Source: an optimization exercise on an open RTL-to-GDS flow (aim: small area). Production flows keep margins and buffers that such runs may drop. The RTL was checked by simulation tests, not by an equivalence proof against the original design. The clock port is modelled as an ideal driver, which makes a skipped or thinned clock tree look cheaper than it is; a real chip needs a root buffer or a tree. Power is estimated from default activity; no workload was simulated.

**design/flow/flow/run.sh**
```bash
#!/bin/bash
# Layout flow: the standard synthesis, then its combinational logic
# re-mapped by ABC for area (registers, full adders and the registers' names
# kept as the standard synthesis made them; full adders whose three inputs
# are all inverted are flipped first, see fa_pol.py), then the standard
# layout with buf_1 port buffers and, after CTS, a smaller clock tree
# (cts_post.tcl: one inverter driving two to five inverters, each driving
# an equal share of the flip-flops). Each step's output goes to its own log file here.
set -euo pipefail
W=$(pwd)
R=$W/orfs/results/$FLOW_PLATFORM/project1/base
LIB=$(ls $FLOW_HOME/platforms/$FLOW_PLATFORM/lib/sky130_fd_sc_hd__tt_025C_1v80.lib)
YOSYS=$(command -v yosys || echo $FLOW_HOME/../tools/install/yosys/bin/yosys)

# 1. standard synthesis
bash standard.sh synth > 1_standard_synth.log 2>&1
cp $R/1_2_yosys.v $W/1_standard.v

# 2. re-map the combinational logic for area
python3 $W/flow/fa_pol.py $W/1_standard.v $W/1_fapol.v > 2_fapol.log 2>&1
cat > $W/reopt.ys <<EOT
read_liberty -ignore_miss_func -overwrite $LIB
read_verilog $W/1_fapol.v
hierarchy -top $FLOW_TOP
setattr -mod -set keep_hierarchy 1 sky130_fd_sc_hd__df* sky130_fd_sc_hd__fa_1 sky130_fd_sc_hd__conb_1
flatten
opt_clean
abc -liberty $LIB -dont_use sky130_fd_sc_hd__lpflow_* -dont_use sky130_fd_sc_hd__probe* -script $W/flow/area.abc
opt_clean -purge
stat -liberty $LIB
delete sky130_fd_sc_hd__*
write_verilog -noattr -noexpr $W/1_reopt.v
EOT
$YOSYS -s $W/reopt.ys > 2_reopt.log 2>&1
cp $W/1_reopt.v $R/1_2_yosys.v
rm -f $R/1_synth.odb $R/1_synth.sdc
bash standard.sh synth > 3_synth_odb.log 2>&1

# 3. layout
export POST_CTS_TCL=$W/flow/cts_post.tcl
export CLKTREE_SLEW_PS=115
export CLKTREE_CONFIGS="sky130_fd_sc_hd__inv_4:sky130_fd_sc_hd__inv_12:2 sky130_fd_sc_hd__inv_4:sky130_fd_sc_hd__inv_16:2 sky130_fd_sc_hd__inv_4:sky130_fd_sc_hd__inv_12:3 sky130_fd_sc_hd__inv_6:sky130_fd_sc_hd__inv_16:3 sky130_fd_sc_hd__inv_8:sky130_fd_sc_hd__inv_16:4 sky130_fd_sc_hd__inv_8:sky130_fd_sc_hd__inv_16:5"
export CTS_ARGS="-sink_clustering_enable -repair_clock_nets -dont_use_dummy_load -sink_clustering_size 40 -sink_clustering_max_diameter 200 -buf_list {sky130_fd_sc_hd__clkbuf_4 sky130_fd_sc_hd__clkbuf_8}"
bash standard.sh "BUFFER_PORTS_ARGS=-buffer_cell sky130_fd_sc_hd__buf_1" finish > 4_layout.log 2>&1
```
**design/flow/flow/area.abc**
```
strash
dch -f
amap
mfs2
strash
dch -f
amap
mfs2
strash
dch -f
amap
mfs2
strash
dch -f
amap
mfs2
strash
dch -f
amap
mfs2
strash
dch -f
amap
mfs2
strash
dch -f
amap
mfs2
strash
dch -f
amap
mfs2
strash
dch -f
amap
mfs2
strash
dch -f
amap
mfs2
strash
strash
dch -f
amap
topo
```
**design/flow/flow/cts_post.tcl**
```tcl
# Replace the clock tree that CTS built with a smaller one. The flip-flops
# are split into N groups of equal size by position (balanced k-means); each
# group hangs on one LEAF inverter placed at its centre, and one ROOT
# inverter, driven by the clock port, drives the N leaves, so every
# flip-flop sees the clock through two inverters. CLKTREE_CONFIGS lists
# "ROOT LEAF N" choices, smallest first; the first whose worst flip-flop
# clock-pin slew, estimated from the placement, is at most CLKTREE_SLEW_PS
# is kept.
set ::ct_block [ord::get_db_block]
set ::ct_db [ord::get_db]
set ::ct_clknet [$::ct_block findNet clk]
set block $::ct_block
set clknet $::ct_clknet
set limit [expr {$::env(CLKTREE_SLEW_PS) * 1e-3}]  ;# slews read in ns

# remove the CTS buffers; collect the flip-flop clock pins
set bufs {}
set sinks {}
foreach inst [$block getInsts] {
  if {[string match "clkbuf_*" [$inst getName]]} { lappend bufs $inst }
}
foreach b $bufs {
  set n [[$b findITerm X] getNet]
  foreach it [$n getITerms] {
    if {[lsearch -exact $bufs [$it getInst]] < 0 && [$it getIoType] == "INPUT"} { lappend sinks $it }
  }
}
foreach it [$clknet getITerms] {
  if {[lsearch -exact $bufs [$it getInst]] < 0 && [$it getIoType] == "INPUT"} { lappend sinks $it }
}
puts "manual clock tree: removing [llength $bufs] CTS buffers, [llength $sinks] sinks"
foreach b $bufs {
  set n [[$b findITerm X] getNet]
  foreach it [$b getITerms] { $it disconnect }
  odb::dbInst_destroy $b
  if {$n ne "NULL" && $n ne ""} { odb::dbNet_destroy $n }
}
foreach it $sinks {
  if {[[$it getMTerm] getName] ne "CLK"} { error "clock sink [[$it getInst] getName] is not a CLK pin" }
  $it disconnect
}

proc sink_points {sinks} {
  set pts {}
  foreach it $sinks {
    set bb [[$it getInst] getBBox]
    lappend pts [list [expr {([$bb xMin]+[$bb xMax])/2.0}] [expr {([$bb yMin]+[$bb yMax])/2.0}] $it]
  }
  return [lsort -real -index 0 $pts]
}

# balanced k-means: each group takes at most ceil(n/k) sinks; (sink, centre)
# pairs are taken in order of distance. Returns {assignment centres}.
proc balanced_groups {pts nbuf} {
  set np [llength $pts]
  set cents {}
  for {set k 0} {$k < $nbuf} {incr k} {
    set p [lindex $pts [expr {int(($k + 0.5) * $np / $nbuf)}]]
    lappend cents [list [lindex $p 0] [lindex $p 1]]
  }
  set cap [expr {int(ceil(double($np) / $nbuf))}]
  for {set iter 0} {$iter < 30} {incr iter} {
    set pairs {}
    set i 0
    foreach p $pts {
      for {set k 0} {$k < $nbuf} {incr k} {
        set c [lindex $cents $k]
        lappend pairs [list [expr {abs([lindex $p 0]-[lindex $c 0]) + abs([lindex $p 1]-[lindex $c 1])}] $i $k]
      }
      incr i
    }
    set pairs [lsort -real -index 0 $pairs]
    array unset own
    array unset fill
    for {set k 0} {$k < $nbuf} {incr k} { set fill($k) 0 }
    foreach pr $pairs {
      set i [lindex $pr 1]; set k [lindex $pr 2]
      if {[info exists own($i)] || $fill($k) >= $cap} continue
      set own($i) $k; incr fill($k)
    }
    set assign {}
    for {set i 0} {$i < $np} {incr i} { lappend assign $own($i) }
    set newc {}
    for {set k 0} {$k < $nbuf} {incr k} {
      set sx 0.0; set sy 0.0; set cnt 0
      foreach p $pts a $assign { if {$a == $k} { set sx [expr {$sx+[lindex $p 0]}]; set sy [expr {$sy+[lindex $p 1]}]; incr cnt } }
      if {$cnt > 0} { lappend newc [list [expr {$sx/$cnt}] [expr {$sy/$cnt}]] } else { lappend newc [lindex $cents $k] }
    }
    set cents $newc
  }
  return [list $assign $cents]
}

proc place_at {inst x y} {
  $inst setLocation [expr {int($x)}] [expr {int($y)}]
  $inst setPlacementStatus PLACED
  $inst setSourceType TIMING
}

# build the tree; returns the instances and nets it made
proc build_tree {root leaf nbuf sinks} {
  set block $::ct_block; set db $::ct_db; set clknet $::ct_clknet
  set made_i {}; set made_n {}
  set pts [sink_points $sinks]
  lassign [balanced_groups $pts $nbuf] assign cents
  set rnet [odb::dbNet_create $block "clknet_root"]
  $rnet setSigType CLOCK
  set rinst [odb::dbInst_create $block [$db findMaster $root] "clkbuf_root"]
  [$rinst findITerm A] connect $clknet
  [$rinst findITerm Y] connect $rnet
  lappend made_i $rinst; lappend made_n $rnet
  set rx 0.0; set ry 0.0
  for {set k 0} {$k < $nbuf} {incr k} {
    set net [odb::dbNet_create $block "clknet_leaf$k"]
    $net setSigType CLOCK
    set inst [odb::dbInst_create $block [$db findMaster $leaf] "clkbuf_leaf$k"]
    [$inst findITerm A] connect $rnet
    [$inst findITerm Y] connect $net
    lappend made_i $inst; lappend made_n $net
    set n 0
    foreach p $pts a $assign { if {$a == $k} { [lindex $p 2] connect $net; incr n } }
    set c [lindex $cents $k]
    place_at $inst [lindex $c 0] [lindex $c 1]
    set rx [expr {$rx + [lindex $c 0]}]; set ry [expr {$ry + [lindex $c 1]}]
    puts "  leaf $k: $n sinks"
  }
  place_at $rinst [expr {$rx/$nbuf}] [expr {$ry/$nbuf}]
  return [list $made_i $made_n]
}

proc tear_down {made sinks} {
  lassign $made insts nets
  foreach it $sinks { $it disconnect }
  foreach i $insts { foreach it [$i getITerms] { $it disconnect }; odb::dbInst_destroy $i }
  foreach n $nets { odb::dbNet_destroy $n }
}

proc worst_clk_slew {} {
  set worst 0
  foreach pin [all_registers -clock_pins -edge_triggered] {
    foreach rf {rise fall} {
      set s [get_property $pin slew_max_$rf]
      if {$s > $worst} { set worst $s }
    }
  }
  return $worst
}

set configs $::env(CLKTREE_CONFIGS)
set done 0
foreach cfg $configs {
  lassign [split $cfg ":"] root leaf nbuf
  puts "manual clock tree: trying root $root, $nbuf x $leaf"
  set made [build_tree $root $leaf $nbuf $sinks]
  detailed_placement
  estimate_parasitics -placement
  set w [worst_clk_slew]
  puts "manual clock tree: estimated worst clock-pin slew [expr {$w * 1e3}] ps"
  if {$w <= $limit || $cfg eq [lindex $configs end]} { set done 1; break }
  tear_down $made $sinks
}
check_placement -verbose
report_check_types -max_slew -max_capacitance -violators
```
**design/flow/flow/fa_pol.py**
```python
#!/usr/bin/env python3
"""Flip full adders whose three inputs are all inverted copies of other
nets: a full adder of the inverted inputs gives the inverted sum and carry,
so the adder is rewired to the un-inverted nets and inverters are put on
its two outputs (the re-mapping that follows removes the double
inversions). Reads and writes a flat structural Verilog netlist."""
import re, sys

src, dst = sys.argv[1], sys.argv[2]
text = open(src).read()
inst_re = re.compile(r'(\s*)(sky130_fd_sc_hd__\w+)\s+(\S+)\s*\((.*?)\);', re.S)
pin_re = re.compile(r'\.(\w+)\(([^()]*)\)')
cells = []
for m in inst_re.finditer(text):
    pins = {p: n.strip() for p, n in pin_re.findall(m.group(4))}
    cells.append([m, m.group(2), m.group(3), pins])
def w(net):
    return net + ' ' if net.startswith('\\') else net

inv_of = {}   # net -> net it is the inverse of
for m, t, n, pins in cells:
    if re.match(r'sky130_fd_sc_hd__(clk)?inv_\d+$', t):
        inv_of[pins['Y']] = pins['A']
new_cells = []
flipped = 0
repl = {}
k = 0
for idx, (m, t, n, pins) in enumerate(cells):
    if t == 'sky130_fd_sc_hd__fa_1' and all(pins[p] in inv_of for p in ('A', 'B', 'CIN')):
        old_s, old_c = pins['SUM'], pins['COUT']
        ns, nc = f'fapol_s{k}', f'fapol_c{k}'
        k += 1
        body = (f"  sky130_fd_sc_hd__fa_1 {n} (\n    .A({w(inv_of[pins['A']])}),\n    .B({w(inv_of[pins['B']])}),\n"
                f"    .CIN({w(inv_of[pins['CIN']])}),\n    .COUT({nc}),\n    .SUM({ns})\n  );\n"
                f"  sky130_fd_sc_hd__inv_1 fapol_is{k} (\n    .A({ns}),\n    .Y({w(old_s)})\n  );\n"
                f"  sky130_fd_sc_hd__inv_1 fapol_ic{k} (\n    .A({nc}),\n    .Y({w(old_c)})\n  );")
        repl[m.start()] = (m.end(), body, [ns, nc])
        flipped += 1
out = []
pos = 0
wires = []
for start in sorted(repl):
    end, body, w = repl[start]
    out.append(text[pos:start]); out.append('\n' + body); pos = end
    wires += w
out.append(text[pos:])
res = ''.join(out)
if wires:
    # declare the new wires after the module header
    hdr_end = res.index(';', res.index('module ')) + 1
    res = res[:hdr_end] + '\n' + ''.join(f'  wire {w};\n' for w in wires) + res[hdr_end:]
open(dst, 'w').write(res)
print(f'fa_pol: flipped {flipped} full adders')
```
**design/flow/standard.sh**
```bash
#!/bin/bash
# synth_recipe.tcl (not shown) runs the flow's synth.tcl, then flattens the netlist and writes it again
# the make line also repeats each setting of config.mk as NAME=value (left out here)
make -C /OpenROAD-flow-scripts/flow DESIGN_CONFIG=/design/flow/config.mk WORK_HOME=/design/flow/orfs CLKGATE_MAP_FILE= SYNTH_SCRIPT=/design/flow/synth_recipe.tcl "${@:-finish}"
```
**design/flow/config.mk**
```make
export PLATFORM = sky130hd
export DESIGN_NAME = project1
export DESIGN_NICKNAME = project1
export VERILOG_FILES = /design/flow/design.v
export SDC_FILE = /design/flow/constraint.sdc
export NUM_CORES = 4
export LEC_CHECK = 0
export CAP_MARGIN = 20
export CORE_MARGIN = 2
export CORE_UTILIZATION = 65
export SLEW_MARGIN = 20
```
**design/flow/constraint.sdc**
```tcl
create_clock -name core_clock -period 5.0 [get_ports {clk}]
set_input_delay 1.0000 -clock core_clock [delete_from_list [all_inputs] [get_ports {clk}]]
set_output_delay 1.0000 -clock core_clock [all_outputs]
set_load 0.01 [all_outputs]
```
**design/flow/design.v**
```verilog
`timescale 1ns / 1ps
module project1(
    input clk,
    input rst,
    input [3:0] sedbec_in,
    input [4:0] noise1,
    input start,
    input [15:0] freq,
    output reg [3:0] data_o,
    output reg error1bit,
    output reg error2bit,
    output reg errorparity,
    output reg done
);
    reg [7:0] lo, hi;
    reg cy;
    wire [8:0] cl, chh;
    wire [7:0] sl, sh;
    assign cl[0] = 1'b0;
    assign chh[0] = cy;
    genvar i;
    generate
        for (i = 0; i < 8; i = i + 1) begin : add
            assign sl[i] = lo[i] ^ freq[i] ^ cl[i];
            assign cl[i+1] = (lo[i] & freq[i]) | (cl[i] & (lo[i] ^ freq[i]));
            assign sh[i] = hi[i] ^ freq[8+i] ^ chh[i];
            assign chh[i+1] = (hi[i] & freq[8+i]) | (chh[i] & (hi[i] ^ freq[8+i]));
        end
    endgenerate
    always @(posedge clk or posedge rst)
        if (rst) begin
            lo <= 8'd0;
            hi <= 8'd0;
            cy <= 1'b0;
        end else begin
            lo <= sl;
            hi <= sh;
            cy <= cl[8];
        end
    wire [3:0] top = hi[7:4] + {3'd0, cy & (&hi[3:0])};
    reg above;
    always @(posedge clk)
        above <= ~top[3] & (|top[2:0]);
    wire p1 = sedbec_in[0]^sedbec_in[1]^sedbec_in[3];
    wire p2 = sedbec_in[0]^sedbec_in[2]^sedbec_in[3];
    wire p4 = sedbec_in[1]^sedbec_in[2]^sedbec_in[3];
    wire [6:0] code = {sedbec_in[3:1], p4, sedbec_in[0], p2, p1};
    wire par = ^code;
    reg [6:0] nz;
    always @(*) begin
        case (noise1[2:0])
            3'd1: nz = {noise1[3], 6'b000001};
            3'd2: nz = {noise1[3], 6'b000010};
            3'd3: nz = {noise1[3], 6'b000100};
            3'd4: nz = {noise1[3], 6'b001000};
            3'd5: nz = {noise1[3], 6'b010000};
            3'd6: nz = {noise1[3], 6'b100000};
            3'd7: nz = {6'b100000, noise1[3]};
            default: nz = {noise1[3], 6'b000000};
        endcase
    end
    wire [7:0] tx = {par, code} ^ {noise1[4], nz};
    reg run;
    reg [7:0] t;
    always @(posedge clk or posedge rst)
        if (rst) begin
            run <= 1'b0;
            done <= 1'b0;
        end else if (run) begin
            if (t == 8'd3) begin
                run <= 1'b0;
                done <= 1'b1;
            end
        end else if (done) begin
            if (!start) done <= 1'b0;
        end else if (start) begin
            run <= 1'b1;
        end
    always @(posedge clk)
        t <= run ? t + 8'd1 : 8'd126;
    wire clr = ~t[7] & t[6];
    wire cnt = t[7] & above;
    reg [5:0] nc [0:7];
    wire [7:0] rx;
    genvar k;
    generate
        for (k = 0; k < 8; k = k + 1) begin : ch
            wire [5:0] c = ~nc[k];
            wire sat = c[5] & c[0];
            always @(posedge clk)
                if (clr)
                    nc[k] <= 6'h3f;
                else if (cnt & tx[k] & ~sat)
                    nc[k] <= nc[k] - 6'd1;
            assign rx[k] = sat;
        end
    endgenerate
    wire s1 = rx[0]^rx[2]^rx[4]^rx[6];
    wire s2 = rx[1]^rx[2]^rx[5]^rx[6];
    wire s4 = rx[3]^rx[4]^rx[5]^rx[6];
    wire [2:0] syn = {s4, s2, s1};
    wire [6:0] fix = (syn == 3'd0) ? 7'd0 : (7'd1 << (syn - 3'd1));
    wire [6:0] cor = rx[6:0] ^ fix;
    wire opar = ^rx;
    wire e1 = (syn != 3'd0);
    always @(posedge clk or posedge rst)
        if (rst) begin
            data_o <= 4'd0;
            error1bit <= 1'b0;
            error2bit <= 1'b0;
            errorparity <= 1'b0;
        end else if (run && t == 8'd1) begin
            data_o <= {cor[6:4], cor[2]};
            error1bit <= e1;
            error2bit <= e1 & ~opar;
            errorparity <= ~e1 & opar;
        end
endmodule
```
==> impl_metrics.tcl, run 1 <==
set metrics [dict create \
    reg2reg_depth 10 \
    antenna_found_initial 0 \
    fin_skew_ns 0.00960 \
    fill_cells 398 \
    drv_slew 0 \
    dp_cells 478 \
    core_area_mm2 0.00511 \
    rows 26 \
    critical_path.startpoint_type "primary input" \
    cpPeakStageDelay_ns 0.43 \
    syn_nets 420 \
    drc_errors 0 \
    cp_common_cell "fa_1" \
    path_cells "buf_1 -> fa_1 -> fa_1 -> fa_1 -> fa_1 -> fa_1 -> fa_1 -> fa_1 -> a21oi_1 -> nor2_1 -> a21oi_1" \
    avgSynthCellArea_um2 9.13 \
    nNetsFinal 456 \
    hold_viol_final 0 \
    multi_input_area_mm2 0.00149 \
    stdcell_count 482 \
    rsz0062_at_grt "no" \
    end_kind "flop" \
    seq_area_mm2 0.00179 \
    crit_path_top_delay_cell "fa_1" \
    yosysWarnings 2 \
    diodes 0 \
    grt.overflow.total 0 \
    via_per_inst 5.31 \
    cp_top_family "adder cells" \
    ant_nets 0 \
    hpwl_um 4490 \
    critPathMaxFanout 2 \
    max_freq_mhz 246 \
    total_leakage_power_nw 1.37 \
    hp-class "flop to flop" \
    port_buffers 35 \
    die-area_mm2 0.00591 \
    status "no timing/DRC/antenna violations" \
    grt_max_degree 29 \
    area_growth_pct 7.54 \
    post-place-ws_ns 0.694 \
    critical_path_class "primary input to flop" \
    syn-instance-count 378 \
    drive_gt1_share_pct 1.21 \
    relSlewSlack_pct 40.0 \
    routabilityCongestion 0.759 \
    drtPass1Iterations 5 \
    setup_slack_ns 0.936 \
    grt_first_pass_wirelength_um 10400 \
    grt_pass1_vias 2322 \
    power_mw 1.65 \
    required_ns 5.14 \
    io_pins 36 \
    clock_sinks 83 \
    fin_crit_ns 4.06 \
    crit_cells 11 \
    worstMarginPinSlew_ns 0.894 \
    drtIter0Drc 100 \
    clock_latency_ns 0.21 \
    path_clk_slew_ns 0.10 \
    worst-path-buf-inv 1 \
    finalSetupTns_ns 0 \
    ir_drop_mv 0.295 \
    start_util_pct 67.6 \
    min_period_over_period_pct 81.3 \
    drt_wl_total_um 5870 \
    vias 2559 \
    die_w_um 76.9 \
    setup_violations 0 \
    grt_usage_pct 21.6 \
    whs_path_depth 1 \
    worstPathArrival_ns 4.21 \
    syn-cell-area_mm2 0.00345 \
    drv_cap 0 \
    die_h_um 76.9 \
    powerDensity_mw_per_mm2 443 \
    wire_per_inst_um 12.2 \
]
[metrics by stage]
stage	area [um^2]	util [%]	hold slack, ns
floorplan	3450	-	0.430
global placement	3660	71.6	0.443
detailed placement	3660	71.6	0.450
global route	3710	72.7	0.486
finish	3710	72.7	0.469
[layer usage]
layer | part of all wire [%] | global-route usage [%]
met5 | 0 | 0
met4 | 1.4 | 4.55
met3 | 2.4 | 2.82
met2 | 50 | 36.7
met1 | 46 | 29.9
[layout by cell type, fill, tap and decap left out, types with 2 or more instances in the layout]
cell type  instances
a21oi_1           19
or2_0              4
and3_1             4
clkinv_1          40
inv_12             3
dfxtp_1           57
o22ai_1            5
o21ai_0           25
nor2_1            77
nor3_1             8
nand2_1           37
fa_1              14
a211o_1           14
nor4_1             2
a21o_1             2
o211ai_1          12
buf_1             35
dfrtp_1           26
a32o_1             2
a211oi_1           3
nand3_1            6
a2111oi_0          4
o22a_1             4
[cell type report]
class | instances | area share (%)
tap | 70 | 2.36
inverter | 40 | 4.04
sequential | 83 | 48.3
timing repair buffer | 36 | 3.74
multi-input combinational | 249 | 40.1
clock inverter | 4 | 1.48
[state kept, by name, summed over array words and instances (netlist names), 4 cells and up]
| register | count |
|---|---|
| nc | 48 |
| hi | 8 |
| lo | 8 |
| t | 8 |
| data_o | 4 |
[worst register-to-register path, stage by stage, from the launching register on]
cell and delay (ns):
dfrtp_1 0.42, fa_1 0.41, fa_1 0.39, fa_1 0.38, fa_1 0.41, fa_1 0.40
fa_1 0.39, fa_1 0.39, a21oi_1 0.19, nor2_1 0.06, a21oi_1 0.10
[power breakdown]
part	switching [mW]	leakage (nW)	internal (mW)
sequential	0.115	0.781	0.833
combinational	0.268	0.560	0.179
clock	0.216	0.0263	0.0349
[worst paths after layout]
check,end,from,slack [ns]
setup / recovery,hi[7]$_DFF_PP0_,freq[8],0.94
max in group asynchronous,hi[6]$_DFF_PP0_,rst,3.76
hold / removal,nc[2][4]$_SDFFE_PP1P_,nc[2][4]$_SDFFE_PP1P_,0.47
setup reg to reg,hi[7]$_DFF_PP0_,hi[0]$_DFF_PP0_,1.41
hold reg to reg,nc[2][4]$_SDFFE_PP1P_,nc[2][4]$_SDFFE_PP1P_,0.47
min in group asynchronous,error2bit$_DFFE_PP0P_,rst,0.83
==> inputs of run 2 (changes only) <==
--- a/design/flow/design.v
+++ b/design/flow/design.v
@@ -9,6 +9,6 @@
     output reg [3:0] data_o,
     output reg error1bit,
-    output reg error2bit,
-    output reg errorparity,
+    output error2bit,
+    output errorparity,
     output reg done
 );
@@ -104,15 +104,16 @@
     wire opar = ^rx;
     wire e1 = (syn != 3'd0);
+    reg opar_q;
     always @(posedge clk or posedge rst)
         if (rst) begin
             data_o <= 4'd0;
             error1bit <= 1'b0;
-            error2bit <= 1'b0;
-            errorparity <= 1'b0;
+            opar_q <= 1'b0;
         end else if (run && t == 8'd1) begin
             data_o <= {cor[6:4], cor[2]};
             error1bit <= e1;
-            error2bit <= e1 & ~opar;
-            errorparity <= ~e1 & opar;
+            opar_q <= opar;
         end
+    assign error2bit = error1bit & ~opar_q;
+    assign errorparity = ~error1bit & opar_q;
 endmodule
--- a/design/flow/flow/run.sh
+++ b/design/flow/flow/run.sh
@@ -1,10 +1,13 @@
 #!/bin/bash
-# Layout flow: the standard synthesis, then its combinational logic
-# re-mapped by ABC for area (registers, full adders and the registers' names
-# kept as the standard synthesis made them; full adders whose three inputs
-# are all inverted are flipped first, see fa_pol.py), then the standard
-# layout with buf_1 port buffers and, after CTS, a smaller clock tree
-# (cts_post.tcl: one inverter driving two to five inverters, each driving
-# an equal share of the flip-flops). Each step's output goes to its own log file here.
+# Layout flow:
+# 1. the standard synthesis;
+# 2. its combinational logic re-mapped by ABC for area (the smallest result
+#    of a few ABC scripts is kept). Registers, full adders and the
+#    registers' names stay as the standard synthesis made them; full adders
+#    whose three inputs are all inverted are flipped first (fa_pol.py);
+# 3. the standard layout with buf_1 port buffers and, after CTS, a
+#    smaller clock tree (cts_post.tcl: one inverter driving two to five
+#    inverters, each driving an equal share of the flip-flops).
+# Each step's output goes to its own log file here.
 set -euo pipefail
 W=$(pwd)
@@ -19,5 +22,9 @@
 # 2. re-map the combinational logic for area
 python3 $W/flow/fa_pol.py $W/1_standard.v $W/1_fapol.v > 2_fapol.log 2>&1
-cat > $W/reopt.ys <<EOT
+# several ABC scripts are tried; the smallest result is kept
+best=""; best_area=""
+for S in $W/flow/area*.abc; do
+  n=$(basename $S .abc)
+  cat > $W/reopt_$n.ys <<EOT
 read_liberty -ignore_miss_func -overwrite $LIB
 read_verilog $W/1_fapol.v
@@ -26,11 +33,19 @@
 flatten
 opt_clean
-abc -liberty $LIB -dont_use sky130_fd_sc_hd__lpflow_* -dont_use sky130_fd_sc_hd__probe* -script $W/flow/area.abc
+abc -liberty $LIB -dont_use sky130_fd_sc_hd__lpflow_* -dont_use sky130_fd_sc_hd__probe* -script $S
 opt_clean -purge
-stat -liberty $LIB
+tee -o $W/2_reopt_$n.stat stat -liberty $LIB
 delete sky130_fd_sc_hd__*
-write_verilog -noattr -noexpr $W/1_reopt.v
+write_verilog -noattr -noexpr $W/1_reopt_$n.v
 EOT
-$YOSYS -s $W/reopt.ys > 2_reopt.log 2>&1
+  $YOSYS -s $W/reopt_$n.ys > 2_reopt_$n.log 2>&1
+  a=$(grep "Chip area for top module" $W/2_reopt_$n.stat | awk '{print $NF}')
+  echo "$n $a" >> 2_reopt_areas.log
+  if [[ -z "$best" ]] || python3 -c "import sys; sys.exit(0 if $a < $best_area else 1)"; then
+    best=$n; best_area=$a
+  fi
+done
+echo "kept $best $best_area" >> 2_reopt_areas.log
+cp $W/1_reopt_$best.v $W/1_reopt.v
 cp $W/1_reopt.v $R/1_2_yosys.v
 rm -f $R/1_synth.odb $R/1_synth.sdc
==> design/flow/flow/area1.abc (new file) <==
strash
dch -f
amap
mfs2
strash
dch -f
amap
mfs2
strash
dch -f
amap
mfs2
strash
dch -f
amap
mfs2
strash
dch -f
amap
mfs2
strash
dch -f
amap
mfs2
strash
dch -f
amap
mfs2
strash
dch -f
amap
mfs2
strash
dch -f
amap
mfs2
strash
dch -f
amap
mfs2
strash
strash
dch -f
amap
topo
==> design/flow/flow/area2.abc (new file) <==
strash
dch -f
amap
mfs2
strash
dch -f
amap
mfs2
strash
dch -f
amap
mfs2
strash
dch -f
amap
mfs2
strash
dch -f
amap
mfs2
strash
dch -f
amap
mfs2
strash
strash
dch -f
amap
topo
==> design/flow/flow/area3.abc (new file) <==
strash
dch -f
amap
mfs2
strash
dch -f
amap
mfs2
strash
dch -f
amap
mfs2
strash
dch -f
amap
topo
==> design/flow/flow/area4.abc (new file) <==
strash
&get -n
&st
&dch -f
&nf -a
&put
mfs2
strash
dch -f
amap
mfs2
strash
&get -n
&st
&dch -f
&nf -a
&put
mfs2
strash
dch -f
amap
mfs2
strash
&get -n
&st
&dch -f
&nf -a
&put
mfs2
strash
dch -f
amap
mfs2
strash
&get -n
&st
&dch -f
&nf -a
&put
mfs2
strash
dch -f
amap
mfs2
strash
&get -n
&st
&dch -f
&nf -a
&put
mfs2
strash
dch -f
amap
mfs2
strash
&get -n
&st
&dch -f
&nf -a
&put
mfs2
strash
dch -f
amap
mfs2
strash
strash
dch -f
amap
topo
--- a/design/flow/config.mk
+++ b/design/flow/config.mk
@@ -9,3 +9,4 @@
 export CORE_MARGIN = 2
 export CORE_UTILIZATION = 65
+export GPL_TIMING_DRIVEN = 0
 export SLEW_MARGIN = 20
removed: design/flow/flow/area.abc
==> run 2 against run 1 <==
Net effect:
- sequential cell count is 1 lower
- critical endpoint unchanged
- wire length up 5.2%
- maximum frequency decreased by 3.7%
- combinational power grew 6.3%
- still clean on timing, DRC and antenna
- clock skew is 0.0047 ns lower
- design area rose by 0.71%
- register-to-register slack worse by 0.14 ns
- die area shrank 0.14%
==> impl_metrics.tcl, run 2 <==
set metrics [dict create \
    routabilityCongestion 0.775 \
    fin_skew_ns 0.00489 \
    ant_nets 0 \
    grt.overflow.total 0 \
    total_leakage_power_nw 1.38 \
    path_clk_slew_ns 0.10 \
    path_cells "buf_1 -> fa_1 -> buf_1 -> fa_1 -> fa_1 -> fa_1 -> fa_1 -> fa_1 -> fa_1 -> a21oi_1 -> nor2_1 -> a21oi_1" \
    nNetsFinal 470 \
    post-route-util_pct 73.2 \
    p_comb_share_pct 28.5 \
    stdcell_area_mm2 0.00374 \
    cp_common_cell "fa_1" \
    drive_gt1_share_pct 1.41 \
    grt_first_pass_wirelength_um 11100 \
    clock_latency_ns 0.22 \
    layout_commonest_cell "nor2_1" \
    p_sw_mw 0.612 \
    drtIter0Drc 142 \
    yosysWarnings 2 \
    antenna_found_initial 0 \
    hpwl_um 4620 \
    rows 26 \
    power_mw 1.67 \
    drtPass1Iterations 4 \
    syn-instance-count 386 \
    die_h_um 76.8 \
    status "no timing/DRC/antenna violations" \
    die_w_um 76.8 \
    largest_register_ffs 48 \
    drc_errors 0 \
    critPathMaxFanout 2 \
    stdcell_count 496 \
    cpPeakStageDelay_ns 0.42 \
    ir_drop_mv 0.313 \
    p_int_mw 1.06 \
    grt_usage_pct 22.8 \
    vias 2643 \
    core_area_mm2 0.00511 \
    largest_register "nc" \
    mostFrequentLayoutCells "nor2_1, dfxtp_1, clkinv_1" \
    avgSynthCellArea_um2 8.93 \
    min_period_over_period_pct 84.4 \
    seqPwrFrac_pct 56.3 \
    via_per_inst 5.33 \
    hold_viol_final 0 \
    required_ns 5.14 \
    max_freq_mhz 237 \
    fill_cells 416 \
    fin_crit_ns 4.22 \
    finalSetupTns_ns 0 \
    dp_cells 492 \
    post-place-ws_ns 0.556 \
    critical_path_class "primary input to flop" \
    worstMarginPinSlew_ns 0.871 \
    grt_max_degree 29 \
    drv_cap 0 \
    dpl_cell_area_mm2 0.00368 \
    worstPathArrival_ns 4.37 \
    end_kind "flop" \
    drv_slew 0 \
    relSlewSlack_pct 41.6 \
    rsz0062_at_grt "no" \
    clock_sinks 82 \
    port_buffers 35 \
    critical_path.startpoint_type "primary input" \
    hp-class "flop to flop" \
    crit_path_top_delay_cell "fa_1" \
    area_growth_pct 8.46 \
    diodes 0 \
    io_pins 36 \
    syn-cell-area_mm2 0.00345 \
    powerDensity_mw_per_mm2 446 \
    die-area_mm2 0.00590 \
    drt_wl_total_um 6170 \
    grt_pass1_vias 2568 \
    setup_violations 0 \
    clock_power_share_pct 15.2 \
    setup_slack_ns 0.778 \
    hold-worst-slack_ns 0.472 \
    switching_share_pct 36.7 \
    syn_nets 428 \
    wire_per_inst_um 12.4 \
    start_util_pct 67.5 \
]
-- run 2: worst paths after layout --
kind	startpoint	end	slack, ns	depth (start not counted)
max	freq[8]	hi[7]$_DFF_PP0_	0.78	12
min	nc[5][5]$_SDFFE_PP1P_	nc[5][5]$_SDFFE_PP1P_	0.47	2
max reg2reg	hi[0]$_DFF_PP0_	hi[7]$_DFF_PP0_	1.27	11
min reg2reg	nc[5][5]$_SDFFE_PP1P_	nc[5][5]$_SDFFE_PP1P_	0.47	2
max in group asynchronous	rst	opar_q$_DFFE_PP0P_	3.78	2
min in group asynchronous	rst	data_o[0]$_DFFE_PP0P_	0.82	2
-- run 2: worst max-delay path: cells and delay by family --
family | cells | cell delay (ns)
adder cells (fa/ha/maj) | 7 | 2.75
AO/OA/AOI/OAI | 2 | 0.34
buffers and inverters | 2 | 0.22
AND/OR/NAND/NOR | 1 | 0.06
-- run 2: cell type report --
type | instances | area (um^2) | share of cell area (%)
Clock inverter | 4 | 55.1 | 1.47
Tap cell | 70 | 87.6 | 2.34
Buffer | 6 | 22.5 | 0.602
Sequential cell | 82 | 1770 | 47.3
Multi-Input combinational cell | 254 | 1500 | 40.0
Inverter | 44 | 165 | 4.42
Timing Repair Buffer | 36 | 146 | 3.92
-- run 2: metal layers --
metal	vias to the layer above	GRT usage, %	routed length (um)
li1	1396	-	-
met1	1212	29.5	2890
met2	26	41.4	3060
met3	9	2.82	136
met4	0	4.73	91
met5	-	0	0
-- run 2: power by group through the flow --
stage                     logic, mW  registers [mW]  clock network (mW)
after global routing          0.545           0.966               0.282
after detailed placement      0.482           0.952                   0
after global placement        0.420           0.943                   0
after floorplan               0.320           0.929                   0
final                         0.475           0.938               0.254
==> inputs of run 3 (changes only) <==
--- a/design/flow/config.mk
+++ b/design/flow/config.mk
@@ -6,7 +6,6 @@
 export NUM_CORES = 4
 export LEC_CHECK = 0
-export CAP_MARGIN = 20
+export CAP_MARGIN = 0
 export CORE_MARGIN = 2
 export CORE_UTILIZATION = 65
-export GPL_TIMING_DRIVEN = 0
-export SLEW_MARGIN = 20
+export SLEW_MARGIN = 0
==> run 3 against run 2 <==
Net effect:
- still clean on timing, DRC and antenna
- wire length shrank 6.7%
- register-to-register slack better by 0.16 ns
- total power down 3.3%
- sequential cell count stayed put
- worst hold slack worse by 0.00066 ns
- setup slack improved by 0.16 ns
==> impl_metrics.tcl, run 3 <==
set metrics [dict create \
    clock_power_share_pct 15.5 \
    power_mw 1.61 \
    finalSetupTns_ns 0 \
    clock_latency_ns 0.21 \
    worstMarginPinSlew_ns 0.870 \
    grtUsageMet3_pct 2.94 \
    diodes 0 \
    total_leakage_power_nw 1.37 \
    die_w_um 76.8 \
    drc_errors 0 \
    ant_nets 0 \
    drtIter0Drc 79 \
    crit_path_top_delay_cell "fa_1" \
    yosysWarnings 2 \
    avgSynthCellArea_um2 8.93 \
    use_met1_pct 28.9 \
    grt_usage_pct 21.2 \
    core_area_mm2 0.00511 \
    path_clk_slew_ns 0.10 \
    rows 26 \
    largest_register_ffs 48 \
    routabilityCongestion 0.812 \
    area_growth_pct 7.51 \
    hp-class "flop to flop" \
    hpwl_um 4360 \
    max_freq_mhz 246 \
    ir_drop_mv 0.275 \
    rsz0062_at_grt "no" \
    layout_commonest_cell "nor2_1" \
    wire_per_inst_um 11.8 \
    nNetsFinal 464 \
    drtPass1Iterations 4 \
    grt_pass1_vias 2463 \
    critical_path_class "primary input to flop" \
    cp_common_cell "fa_1" \
    fin_crit_ns 4.06 \
    reg2reg_from "hi[0]$_DFF_PP0_" \
    relSlewSlack_pct 41.6 \
    drt_wl_total_um 5760 \
    via_per_inst 5.27 \
    drive_gt1_share_pct 1.19 \
    critPathMaxFanout 2 \
    grt_most_used_layer "met2" \
    port_buffers 35 \
    path_cells "buf_1 -> fa_1 -> fa_1 -> fa_1 -> fa_1 -> fa_1 -> fa_1 -> fa_1 -> a21oi_1 -> nor2_1 -> a21oi_1" \
    status "no timing/DRC/antenna violations" \
    cp_top_family "adder cells" \
    p_sw_mw 0.581 \
    drv_slew 0 \
    die_h_um 76.8 \
    vias 2580 \
    p_int_mw 1.03 \
    drv_cap 0 \
    worstPathArrival_ns 4.20 \
    setup_violations 0 \
    syn_nets 428 \
    worst-path-buf-inv 1 \
    seqPwrFrac_pct 57.9 \
    p_comb_share_pct 26.6 \
    switching_share_pct 36.0 \
    grt_first_pass_wirelength_um 10500 \
    io_pins 36 \
    min_period_over_period_pct 81.2 \
    clock_sinks 82 \
    antenna_found_initial 0 \
    largest_register "nc" \
    syn-instance-count 386 \
    grt_max_degree 29 \
    met2_usage_pct 36.5 \
    powerDensity_mw_per_mm2 435 \
    grt.overflow.total 0 \
    hold_viol_final 0 \
    start_util_pct 67.5 \
    holdCritStartpoint "nc[6][5]$_SDFFE_PP1P_" \
    mostFrequentLayoutCells "nor2_1, dfxtp_1, clkinv_1" \
    required_ns 5.14 \
    fin_skew_ns 0.00855 \
    cp-startpoint "freq[8]" \
    cpPeakStageDelay_ns 0.43 \
    syn-cell-area_mm2 0.00345 \
    end_kind "flop" \
    die-area_mm2 0.00590 \
    critical_path.startpoint_type "primary input" \
]
run 3: final timing paths:
check | end | slack [ns] | cells past startpoint
worst max register to register | hi[7]$_DFF_PP0_ | 1.43 | 10
min in group asynchronous | lo[2]$_DFF_PP0_ | 0.82 | 2
worst min register to register | nc[6][5]$_SDFFE_PP1P_ | 0.47 | 2
worst min-delay path | nc[6][5]$_SDFFE_PP1P_ | 0.47 | 2
max in group asynchronous | data_o[3]$_DFFE_PP0P_ | 3.77 | 2
worst max-delay path | hi[7]$_DFF_PP0_ | 0.94 | 11
run 3: cell type report:
class / count / area, um^2
repair buffers: 36 / 139
flip-flops and latches: 82 / 1770
multi-input cells: 254 / 1490
inverters: 44 / 165
fillers: 414 / 1400
clock inverters: 4 / 55.1
well taps: 70 / 87.6
run 3: power by group through the flow:
stage,clock network [mW],logic (mW),registers [mW]
3_5_place_dp,0,0.439,0.948
5_1_grt,0.276,0.508,0.960
6_report,0.250,0.428,0.934
2_1_floorplan,0,0.320,0.929
3_3_place_gp,0,0.406,0.944
run 3: metrics by stage:
| stage | setup WS (ns) | instance area [um^2] | utilization (%) | hold slack [ns] | cells |
|---|---|---|---|---|---|
| floorplan | 0.839 | 3450 | - | 0.433 | 386 |
| global placement | 0.778 | 3650 | 71.5 | 0.443 | 486 |
| detailed placement | 0.722 | 3650 | 71.5 | 0.452 | 486 |
| global route | 0.810 | 3710 | 72.6 | 0.482 | 490 |
| finish | 0.941 | 3710 | 72.6 | 0.471 | 490 |
run 3: worst register-to-register path: cells and delay by family, from the launching register on:
family / cells / cell delay (ns)
AOI/OAI and AO/OA: 2 / 0.29
and+or+nand+nor: 1 / 0.05
adders and majority gates: 7 / 2.75
DFF: 1 / 0.41
run 3: per-layer routing:
metal,share of wire [%],vias up
met4,1.3,0
met5,0,-
met1,49,1151
li1,-,1388
met2,47,31
met3,3.6,10
==> inputs of run 4 (changes only) <==
--- a/design/flow/config.mk
+++ b/design/flow/config.mk
@@ -6,6 +6,6 @@
 export NUM_CORES = 4
 export LEC_CHECK = 0
-export CAP_MARGIN = 0
+export CAP_MARGIN = 20
 export CORE_MARGIN = 2
-export CORE_UTILIZATION = 65
-export SLEW_MARGIN = 0
+export CORE_UTILIZATION = 75
+export SLEW_MARGIN = 20
==> run 4 against run 3 <==
Net effect:
- via count grew 6.7%
- maximum frequency down 1.9%
- area after synthesis stayed put
- largest power group unchanged
- design area is 0.61% lower
- critical path depth is the same
- critical path type unchanged
- worst hold slack lost 0.0018 ns
==> impl_metrics.tcl, run 4 <==
set metrics [dict create \
    dp_cells 468 \
    critical_path_class "primary input to flop" \
    stdcell_count 472 \
    rsz0062_at_grt "no" \
    clock_power_share_pct 14.9 \
    grt_pass1_vias 2596 \
    switching_share_pct 37.1 \
    largest_register_ffs 48 \
    nNetsFinal 464 \
    setup_violations 0 \
    area_growth_pct 6.86 \
    hp-class "flop to flop" \
    critPathMaxFanout 2 \
    status "no timing/DRC/antenna violations" \
    hold_path_end "nc[5][3]$_SDFFE_PP1P_" \
    clock_sinks 82 \
    worstPathArrival_ns 4.28 \
    min_period_over_period_pct 82.7 \
    drv_slew 0 \
    fin_skew_ns 0.0115 \
    via_per_inst 5.83 \
    whs_path_depth 2 \
    rows 24 \
    syn_nets 428 \
    grt_usage_pct 28.6 \
    reg2reg_depth 10 \
    powerDensity_mw_per_mm2 449 \
    hpwl_um 4970 \
    seqPwrFrac_pct 57.2 \
    largest_register "nc" \
    core_area_mm2 0.00438 \
    critical_path.startpoint_type "primary input" \
    drc_errors 0 \
    p_sw_mw 0.613 \
    diodes 0 \
    grt_first_pass_wirelength_um 11600 \
    ant_nets 0 \
    die_h_um 71.8 \
    fin_crit_ns 4.14 \
    max_freq_mhz 242 \
    ir_drop_mv 0.373 \
    reg2reg_from "hi[0]$_DFF_PP0_" \
    hold_viol_final 0 \
    relSlewSlack_pct 41.0 \
    port_buffers 35 \
    die_w_um 71.8 \
    p_int_mw 1.04 \
    layout_commonest_cell "nor2_1" \
    wire_per_inst_um 14.4 \
    die-area_mm2 0.00515 \
    syn-instance-count 386 \
    worstMarginPinSlew_ns 0.879 \
    vias 2753 \
    p_comb_share_pct 27.9 \
    start_util_pct 78.6 \
    routabilityCongestion 0.829 \
    required_ns 5.14 \
    holdCritStartpoint "nc[5][3]$_SDFFE_PP1P_" \
    reg2reg_to "hi[7]$_DFF_PP0_" \
    yosysWarnings 2 \
    antenna_found_initial 0 \
    drtIter0Drc 133 \
    r2r_slack_ns 1.35 \
    total_leakage_power_nw 1.37 \
    setup_slack_ns 0.864 \
    avgSynthCellArea_um2 8.93 \
    drtPass1Iterations 4 \
    finalSetupTns_ns 0 \
    path_clk_slew_ns 0.10 \
    grt.overflow.total 0 \
    end_kind "flop" \
    clock_latency_ns 0.21 \
    drt_wl_total_um 6810 \
    syn-cell-area_mm2 0.00345 \
    post-route-util_pct 84.0 \
    mostFrequentLayoutCells "nor2_1, dfxtp_1, clkinv_1" \
    drive_gt1_share_pct 1.19 \
    grt_max_degree 29 \
    io_pins 36 \
    drv_cap 0 \
    post-place-ws_ns 0.698 \
]
## run 4: per-layer routing
metal  part of all wire (%)  GRT usage, %  up-vias
met1                     41          36.1     1256
met3                    3.9          4.08       22
met2                     52          50.4       76
met5                      0             0        -
met4                    3.1          9.85        0
li1                       -             -     1399
## run 4: power by group through the flow
stage,logic [mW],clock network (mW),registers (mW)
finish,0.462,0.246,0.945
global route,0.525,0.275,0.969
global placement,0.401,0,0.943
detailed placement,0.452,0,0.955
floorplan,0.320,0,0.929
## run 4: critical path: stages
cell     delay (ns)
buf_1          0.09
fa_1           0.45
fa_1           0.40
fa_1           0.40
fa_1           0.39
fa_1           0.39
fa_1           0.39
fa_1           0.40
a21oi_1        0.21
nor2_1         0.06
a21oi_1        0.11
## run 4: cell type report
class	count	area (um^2)
sequential	82	1770
multi-input combinational	254	1490
fill	250	701
inverter	44	165
timing repair buffer	36	139
tap	52	65.1
clock inverter	4	55.1
## run 4: worst max path at each step
stage / cells past startpoint / slack [ns] / startpoint / to
after floorplan: 11 / 0.84 / freq[8] / hi[7]$_DFF_PP0_
after global placement: 11 / 0.78 / freq[8] / hi[7]$_DFF_PP0_
after detailed placement: 12 / 0.70 / freq[8] / hi[7]$_DFF_PP0_
after global routing: 11 / 0.79 / freq[8] / hi[7]$_DFF_PP0_
final: 11 / 0.86 / freq[8] / hi[7]$_DFF_PP0_
## run 4: stage by stage
stage,hold WS (ns),instance area (um^2),total power [mW]
after floorplan,0.433,3450,1.25
final,0.470,3680,1.65
after global placement,0.443,3630,1.34
after detailed placement,0.450,3630,1.41
after global routing,0.493,3680,1.77
==> inputs of run 5 (changes only) <==
--- a/design/flow/config.mk
+++ b/design/flow/config.mk
@@ -8,4 +8,4 @@
 export CAP_MARGIN = 20
 export CORE_MARGIN = 2
-export CORE_UTILIZATION = 75
+export CORE_UTILIZATION = 55
 export SLEW_MARGIN = 20
==> run 5 against run 4 <==
Net effect:
- area after synthesis stayed put
- maximum frequency is 1.3% higher
- first-iteration DRC count is 17% higher
- clock power is 2% higher
- highest routed layer unchanged
- critical endpoint unchanged
- critical path depth stayed put
- final cell count is 4.9% higher
- register-to-register slack better by 0.04 ns
- via count is 8.5% lower
- global-route usage is 11 points lower
- sequential share of layout area is 0.37 points lower
- die area is 34% higher
- wire length is 15% lower
==> impl_metrics.tcl, run 5 <==
set metrics [dict create \
    status "no timing/DRC/antenna violations" \
    port_buffers 35 \
    drt_wl_total_um 5820 \
    hold-worst-slack_ns 0.471 \
    power_mw 1.62 \
    grt.overflow.total 0 \
    r2r_slack_ns 1.39 \
    hold_viol_final 0 \
    largest_register_ffs 48 \
    critical_path.startpoint_type "primary input" \
    path_clk_slew_ns 0.10 \
    max_freq_mhz 245 \
    diodes 0 \
    setup_slack_ns 0.916 \
    largest_register "nc" \
    core_area_mm2 0.00599 \
    vias 2520 \
    avgSynthCellArea_um2 8.93 \
    nNetsFinal 464 \
    relSlewSlack_pct 40.5 \
    mostFrequentLayoutCells "nor2_1, dfxtp_1, clkinv_1" \
    antenna_found_initial 0 \
    routabilityCongestion 0.745 \
    hpwl_um 4300 \
    area_growth_pct 7.70 \
    worstMarginPinSlew_ns 0.887 \
    drtIter0Drc 155 \
    whs_path_depth 1 \
    clock_latency_ns 0.22 \
    drive_gt1_share_pct 1.19 \
    syn_nets 428 \
    die_h_um 83.2 \
    critical_path_class "primary input to flop" \
    finalSetupTns_ns 0 \
    grt_first_pass_wirelength_um 10600 \
    stdcell_count 495 \
    drv_slew 0 \
    min_period_over_period_pct 81.7 \
    cpPeakStageDelay_ns 0.44 \
    required_ns 5.15 \
    grt_pass1_vias 2381 \
    fin_crit_ns 4.08 \
    ir_drop_mv 0.279 \
    setup_violations 0 \
    drc_errors 0 \
    rows 28 \
    grt_max_degree 29 \
    rsz0062_at_grt "no" \
    clock_sinks 82 \
    post-route-util_pct 62.0 \
    drv_cap 0 \
    powerDensity_mw_per_mm2 435 \
    path_cells "buf_1 -> fa_1 -> fa_1 -> fa_1 -> fa_1 -> fa_1 -> fa_1 -> fa_1 -> a21oi_1 -> nor2_1 -> a21oi_1" \
    end_kind "flop" \
    reg2reg_depth 10 \
    wire_per_inst_um 11.8 \
    hp-class "flop to flop" \
    ant_nets 0 \
    layout_commonest_cell "nor2_1" \
    start_util_pct 57.5 \
    drtPass1Iterations 4 \
    stdcell_area_mm2 0.00371 \
    grt_usage_pct 18.1 \
    crit_path_top_delay_cell "fa_1" \
    yosysWarnings 2 \
    cp_common_cell "fa_1" \
    syn-cell-area_mm2 0.00345 \
    dpl_cell_area_mm2 0.00366 \
    post-place-ws_ns 0.668 \
    worstPathArrival_ns 4.24 \
    die_w_um 83.2 \
    fin_skew_ns 0.00512 \
    die-area_mm2 0.00692 \
    via_per_inst 5.09 \
    syn-instance-count 386 \
    total_leakage_power_nw 1.37 \
    io_pins 36 \
    critPathMaxFanout 2 \
    dp_cells 491 \
]
## run 5: area by class of cell
class / instances / area [um^2]
repair buffers: 36 / 139
flip-flops and latches: 82 / 1770
fillers: 535 / 2280
clock inverters: 4 / 55.1
well taps: 75 / 93.8
inverters: 44 / 165
multi-input cells: 254 / 1490
## run 5: power breakdown
group	switching [mW]	internal (mW)	total [mW]
sequential	0.113	0.820	0.934
combinational	0.256	0.175	0.431
clock	0.217	0.0346	0.252
total	0.586	1.03	1.62
## run 5: worst max-delay path, delay by kind of cell
kind	cells	cell delay (ns)
simple gates	1	0.06
fa+ha+maj	7	2.79
buf+inv	1	0.09
compound gates	2	0.30
## run 5: final timing paths
| check | startpoint | end |
|---|---|---|
| max | freq[8] | hi[7]$_DFF_PP0_ |
| min | nc[5][1]$_SDFFE_PP1P_ | nc[5][1]$_SDFFE_PP1P_ |
| max reg2reg | hi[0]$_DFF_PP0_ | hi[7]$_DFF_PP0_ |
| min reg2reg | nc[5][1]$_SDFFE_PP1P_ | nc[5][1]$_SDFFE_PP1P_ |
| max in group asynchronous | rst | opar_q$_DFFE_PP0P_ |
| min in group asynchronous | rst | done$_DFFE_PP0P_ |
## run 5: layer usage
metal	track usage [%]	vias up	part of all wire, %
li1	-	1379	-
met1	26.3	1113	50
met2	29.5	23	46
met3	2.68	5	2.8
met4	2.68	0	1.2
met5	0	-	0
==> inputs of run 6 (changes only) <==
--- a/design/flow/config.mk
+++ b/design/flow/config.mk
@@ -8,4 +8,4 @@
 export CAP_MARGIN = 20
 export CORE_MARGIN = 2
-export CORE_UTILIZATION = 55
+export CORE_UTILIZATION = 65
 export SLEW_MARGIN = 20
==> run 6 against run 5 <==
Net effect:
- largest power group unchanged
- final cell count shrank 1.0%
- clock skew grew 0.0034 ns
- design area is 0.17% lower
- global-route usage up 3.1 points
- register-to-register slack improved by 0.04 ns
- setup slack better by 0.026 ns
- still clean
- first-iteration DRC count down 49%
- area after synthesis stayed put
- synthesized cell count unchanged
==> impl_metrics.tcl, run 6 <==
set metrics [dict create \
    path_clk_slew_ns 0.10 \
    fin_crit_ns 4.06 \
    drv_cap 0 \
    grt_usage_pct 21.2 \
    largest_register "nc" \
    status "no timing/DRC/antenna violations" \
    grt_first_pass_wirelength_um 10500 \
    finalSetupTns_ns 0 \
    avgSynthCellArea_um2 8.93 \
    core_area_mm2 0.00511 \
    hold-worst-slack_ns 0.471 \
    path_cells "buf_1 -> fa_1 -> fa_1 -> fa_1 -> fa_1 -> fa_1 -> fa_1 -> fa_1 -> a21oi_1 -> nor2_1 -> a21oi_1" \
    critical_path_class "primary input to flop" \
    drive_gt1_share_pct 1.19 \
    drtIter0Drc 79 \
    routabilityCongestion 0.812 \
    hp-class "flop to flop" \
    worstPathArrival_ns 4.20 \
    drv_slew 0 \
    crit_cells 11 \
    die_w_um 76.8 \
    syn_nets 428 \
    powerDensity_mw_per_mm2 435 \
    setup_violations 0 \
    ant_nets 0 \
    diodes 0 \
    cp_common_cell "fa_1" \
    hpwl_um 4360 \
    clock_latency_ns 0.21 \
    vias 2580 \
    worstMarginPinSlew_ns 0.870 \
    grt_max_degree 29 \
    largest_register_ffs 48 \
    drtPass1Iterations 4 \
    area_growth_pct 7.51 \
    nNetsFinal 464 \
    post-place-ws_ns 0.722 \
    start_util_pct 67.5 \
    port_buffers 35 \
    required_ns 5.14 \
    fin_skew_ns 0.00855 \
    stdcell_count 490 \
    rows 26 \
    critPathMaxFanout 2 \
    worst-path-buf-inv 1 \
    total_leakage_power_nw 1.37 \
    yosysWarnings 2 \
    min_period_over_period_pct 81.2 \
    rsz0062_at_grt "no" \
    via_per_inst 5.27 \
    cp_top_family "adder cells" \
    reg2reg_depth 10 \
    post-route-util_pct 72.6 \
    fill_cells 414 \
    crit_path_top_delay_cell "fa_1" \
    critical_path.startpoint_type "primary input" \
    die-area_mm2 0.00590 \
    setup_slack_ns 0.941 \
    relSlewSlack_pct 41.6 \
    drc_errors 0 \
    cpPeakStageDelay_ns 0.43 \
    whs_path_depth 2 \
    end_kind "flop" \
    hold_viol_final 0 \
    die_h_um 76.8 \
    clock_sinks 82 \
    syn-instance-count 386 \
    grt_pass1_vias 2463 \
    ir_drop_mv 0.275 \
    wire_per_inst_um 11.8 \
    mostFrequentLayoutCells "nor2_1, dfxtp_1, clkinv_1" \
    syn-cell-area_mm2 0.00345 \
    dp_cells 486 \
    antenna_found_initial 0 \
    grt.overflow.total 0 \
    layout_commonest_cell "nor2_1" \
    io_pins 36 \
    drt_wl_total_um 5760 \
    max_freq_mhz 246 \
]
run 6: routing by layer:
layer / global-route usage (%) / share of wire, % / vias up
met5: 0 / 0 / -
met4: 4.00 / 1.3 / 0
met3: 2.94 / 3.6 / 10
met2: 36.5 / 47 / 31
met1: 28.9 / 49 / 1151
li1: - / - / 1388
run 6: cell type report:
| cell class | count | area [um^2] | share of cell area, % |
|---|---|---|---|
| timing repair buffer | 36 | 139 | 3.75 |
| inverter | 44 | 165 | 4.46 |
| sequential | 82 | 1770 | 47.7 |
| clock inverter | 4 | 55.1 | 1.49 |
| multi-input combinational | 254 | 1490 | 40.3 |
| tap | 70 | 87.6 | 2.36 |
run 6: tightest hold or removal path: cells and delay by family, from the launching register on:
kind | cells | cell delay, ns
flip-flops | 1 | 0.33
AO/OA/AOI/OAI | 1 | 0.06
buffers and inverters | 1 | 0.04
run 6: final timing paths:
check | startpoint | endpoint | slack [ns]
worst max-delay path | freq[8] | hi[7]$_DFF_PP0_ | 0.94
worst min-delay path | nc[6][5]$_SDFFE_PP1P_ | nc[6][5]$_SDFFE_PP1P_ | 0.47
max in group asynchronous | rst | data_o[3]$_DFFE_PP0P_ | 3.77
min in group asynchronous | rst | lo[2]$_DFF_PP0_ | 0.82
worst min register to register | nc[6][5]$_SDFFE_PP1P_ | nc[6][5]$_SDFFE_PP1P_ | 0.47
worst max register to register | hi[0]$_DFF_PP0_ | hi[7]$_DFF_PP0_ | 1.43
run 6: through the flow:
stage | cell area, um^2 | total power [mW]
after global routing | 3710 | 1.74
after detailed placement | 3650 | 1.39
after global placement | 3650 | 1.35
final | 3710 | 1.61
after floorplan | 3450 | 1.25
run 6: report_power, final:
group          internal, mW  leakage (nW)  switching [mW]
registers             0.821         0.766           0.113
logic                 0.175         0.577           0.253
clock network        0.0347        0.0263           0.215
total                  1.03          1.37           0.581
==> inputs of run 7 (changes only) <==
--- a/design/flow/flow/run.sh
+++ b/design/flow/flow/run.sh
@@ -2,6 +2,7 @@
 # Layout flow:
 # 1. the standard synthesis;
-# 2. its combinational logic re-mapped by ABC for area (the smallest result
-#    of a few ABC scripts is kept). Registers, full adders and the
+# 2. its combinational logic re-mapped by ABC for area, in rounds (each
+#    re-maps the previous round's smallest result with a few ABC scripts;
+#    the smallest of all is kept). Registers, full adders and the
 #    registers' names stay as the standard synthesis made them; full adders
 #    whose three inputs are all inverted are flipped first (fa_pol.py);
@@ -22,11 +23,15 @@
 # 2. re-map the combinational logic for area
 python3 $W/flow/fa_pol.py $W/1_standard.v $W/1_fapol.v > 2_fapol.log 2>&1
-# several ABC scripts are tried; the smallest result is kept
-best=""; best_area=""
-for S in $W/flow/area*.abc; do
-  n=$(basename $S .abc)
-  cat > $W/reopt_$n.ys <<EOT
+# Rounds of re-mapping: each round runs a few ABC scripts on the previous
+# round's smallest netlist; the smallest netlist of all rounds is kept.
+cp $W/1_fapol.v $W/1_cur.v
+glob=""; glob_area=1e9
+for round in 1 2 3 4 5 6 7 8; do
+  best=""; best_area=""
+  for S in $W/flow/area*.abc; do
+    n=r${round}_$(basename $S .abc)
+    cat > $W/reopt_$n.ys <<EOT
 read_liberty -ignore_miss_func -overwrite $LIB
-read_verilog $W/1_fapol.v
+read_verilog $W/1_cur.v
 hierarchy -top $FLOW_TOP
 setattr -mod -set keep_hierarchy 1 sky130_fd_sc_hd__df* sky130_fd_sc_hd__fa_1 sky130_fd_sc_hd__conb_1
@@ -39,13 +44,20 @@
 write_verilog -noattr -noexpr $W/1_reopt_$n.v
 EOT
-  $YOSYS -s $W/reopt_$n.ys > 2_reopt_$n.log 2>&1
-  a=$(grep "Chip area for top module" $W/2_reopt_$n.stat | awk '{print $NF}')
-  echo "$n $a" >> 2_reopt_areas.log
-  if [[ -z "$best" ]] || python3 -c "import sys; sys.exit(0 if $a < $best_area else 1)"; then
-    best=$n; best_area=$a
+    $YOSYS -s $W/reopt_$n.ys > 2_reopt_$n.log 2>&1
+    a=$(grep "Chip area for top module" $W/2_reopt_$n.stat | awk '{print $NF}')
+    echo "$n $a" >> 2_reopt_areas.log
+    if [[ -z "$best" ]] || python3 -c "import sys; sys.exit(0 if $a < $best_area else 1)"; then
+      best=$n; best_area=$a
+    fi
+  done
+  echo "round $round: best $best $best_area" >> 2_reopt_areas.log
+  cp $W/1_reopt_$best.v $W/1_cur.v
+  if python3 -c "import sys; sys.exit(0 if $best_area < $glob_area else 1)"; then
+    glob=$best; glob_area=$best_area
   fi
 done
-echo "kept $best $best_area" >> 2_reopt_areas.log
-cp $W/1_reopt_$best.v $W/1_reopt.v
+echo "kept $glob $glob_area" >> 2_reopt_areas.log
+cp $W/1_reopt_$glob.v $W/1_reopt.v
+rm -f $W/1_reopt_r*.v
 cp $W/1_reopt.v $R/1_2_yosys.v
 rm -f $R/1_synth.odb $R/1_synth.sdc
==> run 7 against run 6 <==
Net effect:
- critical path type unchanged
- global-route usage is 1.3 points higher
- setup slack lost 0.096 ns
- area after synthesis fell by 1.4%
- critical endpoint unchanged
- die area is 1.3% lower
- still clean
- clock power is 2% higher
- highest routed layer unchanged
- clock skew is 0.0035 ns higher
==> impl_metrics.tcl, run 7 <==
set metrics [dict create \
    status "no timing/DRC/antenna violations" \
    path_clk_slew_ns 0.10 \
    fin_crit_ns 4.16 \
    grt_first_pass_wirelength_um 10900 \
    area_growth_pct 8.35 \
    syn-cell-area_mm2 0.00340 \
    fin_skew_ns 0.0120 \
    drt_wl_total_um 5970 \
    layout_commonest_cell "nor2_1" \
    syn_nets 413 \
    required_ns 5.10 \
    holdCritStartpoint "t[0]$_SDFF_PN0_" \
    die-area_mm2 0.00582 \
    crit_path_top_delay_cell "fa_1" \
    reg2reg_depth 11 \
    grt_most_used_layer "met2" \
    rows 26 \
    critical_path_class "primary input to flop" \
    clock_latency_ns 0.22 \
    yosysWarnings 2 \
    largest_register_ffs 48 \
    stdcell_area_mm2 0.00368 \
    reg2reg_from "hi[0]$_DFF_PP0_" \
    die_h_um 76.3 \
    use_met1_pct 29.3 \
    hp-class "flop to flop" \
    relSlewSlack_pct 41.0 \
    drive_gt1_share_pct 1.46 \
    wire_per_inst_um 12.4 \
    power_mw 1.63 \
    vias 2607 \
    grt.overflow.total 0 \
    total_leakage_power_nw 1.34 \
    clock_sinks 82 \
    max_freq_mhz 241 \
    worstPathArrival_ns 4.26 \
    avgSynthCellArea_um2 9.16 \
    core_area_mm2 0.00507 \
    hpwl_um 4440 \
    setup_violations 0 \
    grt_usage_pct 22.5 \
    crit_cells 12 \
    start_util_pct 67.0 \
    cp-startpoint "freq[8]" \
    mostFrequentLayoutCells "nor2_1, dfxtp_1, clkinv_1" \
    rsz0062_at_grt "no" \
    r2r_slack_ns 1.33 \
    critical_path.startpoint_type "primary input" \
    post-route-util_pct 72.6 \
    largest_register "nc" \
    fill_cells 411 \
    drv_slew 0 \
    drc_errors 0 \
    drtPass1Iterations 4 \
    port_buffers 35 \
    via_per_inst 5.42 \
    hold_viol_final 0 \
    grt_pass1_vias 2520 \
    hold_path_end "t[0]$_SDFF_PN0_" \
    min_period_over_period_pct 83.1 \
    whs_path_depth 1 \
    ant_nets 0 \
    worst-path-buf-inv 1 \
    routabilityCongestion 0.759 \
    drv_cap 0 \
    die_w_um 76.3 \
    met2_usage_pct 40.8 \
    antenna_found_initial 0 \
    cp_top_family "adder cells" \
    nNetsFinal 455 \
    path_cells "buf_1 -> fa_1 -> fa_1 -> fa_1 -> fa_1 -> fa_1 -> fa_1 -> fa_1 -> nor2_1 -> a21oi_1 -> nor2_1 -> a21oi_1" \
    powerDensity_mw_per_mm2 443 \
    worstMarginPinSlew_ns 0.880 \
    dpl_cell_area_mm2 0.00363 \
    cp_common_cell "fa_1" \
    grtUsageMet3_pct 2.84 \
    diodes 0 \
    syn-instance-count 371 \
    ir_drop_mv 0.271 \
    grt_max_degree 29 \
    cpPeakStageDelay_ns 0.43 \
    hold-worst-slack_ns 0.461 \
    end_kind "flop" \
    reg2reg_to "hi[7]$_DFF_PP0_" \
    drtIter0Drc 88 \
    finalSetupTns_ns 0 \
    critPathMaxFanout 2 \
    io_pins 36 \
]
[run 7: area by class of cell]
| class | count | area (um^2) | share of cell area (%) |
|---|---|---|---|
| Tap cell | 70 | 87.6 | 2.38 |
| Multi-Input combinational cell | 243 | 1460 | 39.7 |
| Sequential cell | 82 | 1770 | 48.0 |
| Clock inverter | 4 | 55.1 | 1.49 |
| Inverter | 46 | 173 | 4.69 |
| Timing Repair Buffer | 36 | 139 | 3.77 |
[run 7: through the flow]
step / setup slack [ns] / cells
2_1_floorplan: 0.906 / 371
3_3_place_gp: 0.762 / 477
3_5_place_dp: 0.613 / 477
5_1_grt: 0.679 / 481
6_report: 0.845 / 481
[run 7: how the worst max path moves through the flow]
stage                       to  slack (ns)
2_1_floorplan  hi[7]$_DFF_PP0_        0.91
3_3_place_gp   hi[7]$_DFF_PP0_        0.76
3_5_place_dp   hi[7]$_DFF_PP0_        0.61
5_1_grt        hi[7]$_DFF_PP0_        0.68
6_report       hi[7]$_DFF_PP0_        0.84
[run 7: metal layers]
layer	share of wire (%)	vias to the layer above	wire length, um
met2	52	30	3110
met5	0	-	0
met1	44	1223	2650
met4	0.80	0	48
li1	-	1350	-
met3	2.7	4	162
[run 7: report_power, final]
part / total (mW) / leakage [nW] / switching [mW] / internal (mW)
clock network: 0.254 / 0.0263 / 0.219 / 0.0349
registers: 0.935 / 0.763 / 0.113 / 0.822
logic: 0.444 / 0.553 / 0.264 / 0.179
total: 1.63 / 1.34 / 0.597 / 1.04

==> port drivers added, routing unchanged <==
No port has a modelled driver above. Below, the same layouts with a new extraction and two added sets of constraints. Step 1 (the two cells are an assumption about what drives the block):
set clk [get_ports {clk}]
set_driving_cell -lib_cell sky130_fd_sc_hd__clkbuf_16 $clk
set_driving_cell -lib_cell sky130_fd_sc_hd__buf_2 [delete_from_list [all_inputs] $clk]
Step 2, shift: input delay + t, output delay - t, t = (earliest + latest rising clock arrival at the registers) / 2. This alone moves slack from input paths to output paths. Three values: no drivers, after step 1, after step 2; two values: the first two.
run	t, ns	setup WS [ns]	hold slack, ns	slew at the worst register clock pin (ns)
run 1	0.245	0.936 / 0.952 / 0.707	0.469 / 0.469 / 0.469	0.10 / 0.10
run 2	0.245	0.778 / 0.792 / 0.546	0.472 / 0.472 / 0.472	0.10 / 0.10
run 3	0.243	0.941 / 0.947 / 0.703	0.471 / 0.471 / 0.471	0.10 / 0.10
run 4	0.238	0.864 / 0.879 / 0.640	0.470 / 0.470 / 0.470	0.10 / 0.10
run 5	0.252	0.916 / 0.924 / 0.673	0.471 / 0.471 / 0.471	0.10 / 0.10
run 6	0.243	0.941 / 0.947 / 0.703	0.471 / 0.471 / 0.471	0.10 / 0.10
run 7	0.246	0.845 / 0.858 / 0.612	0.461 / 0.461 / 0.461	0.10 / 0.10
After both steps setup and hold are still met in every run listed. The setup slack of run 5, which loses most, moves by +0.008 ns with the drivers and by -0.243 ns with both steps.
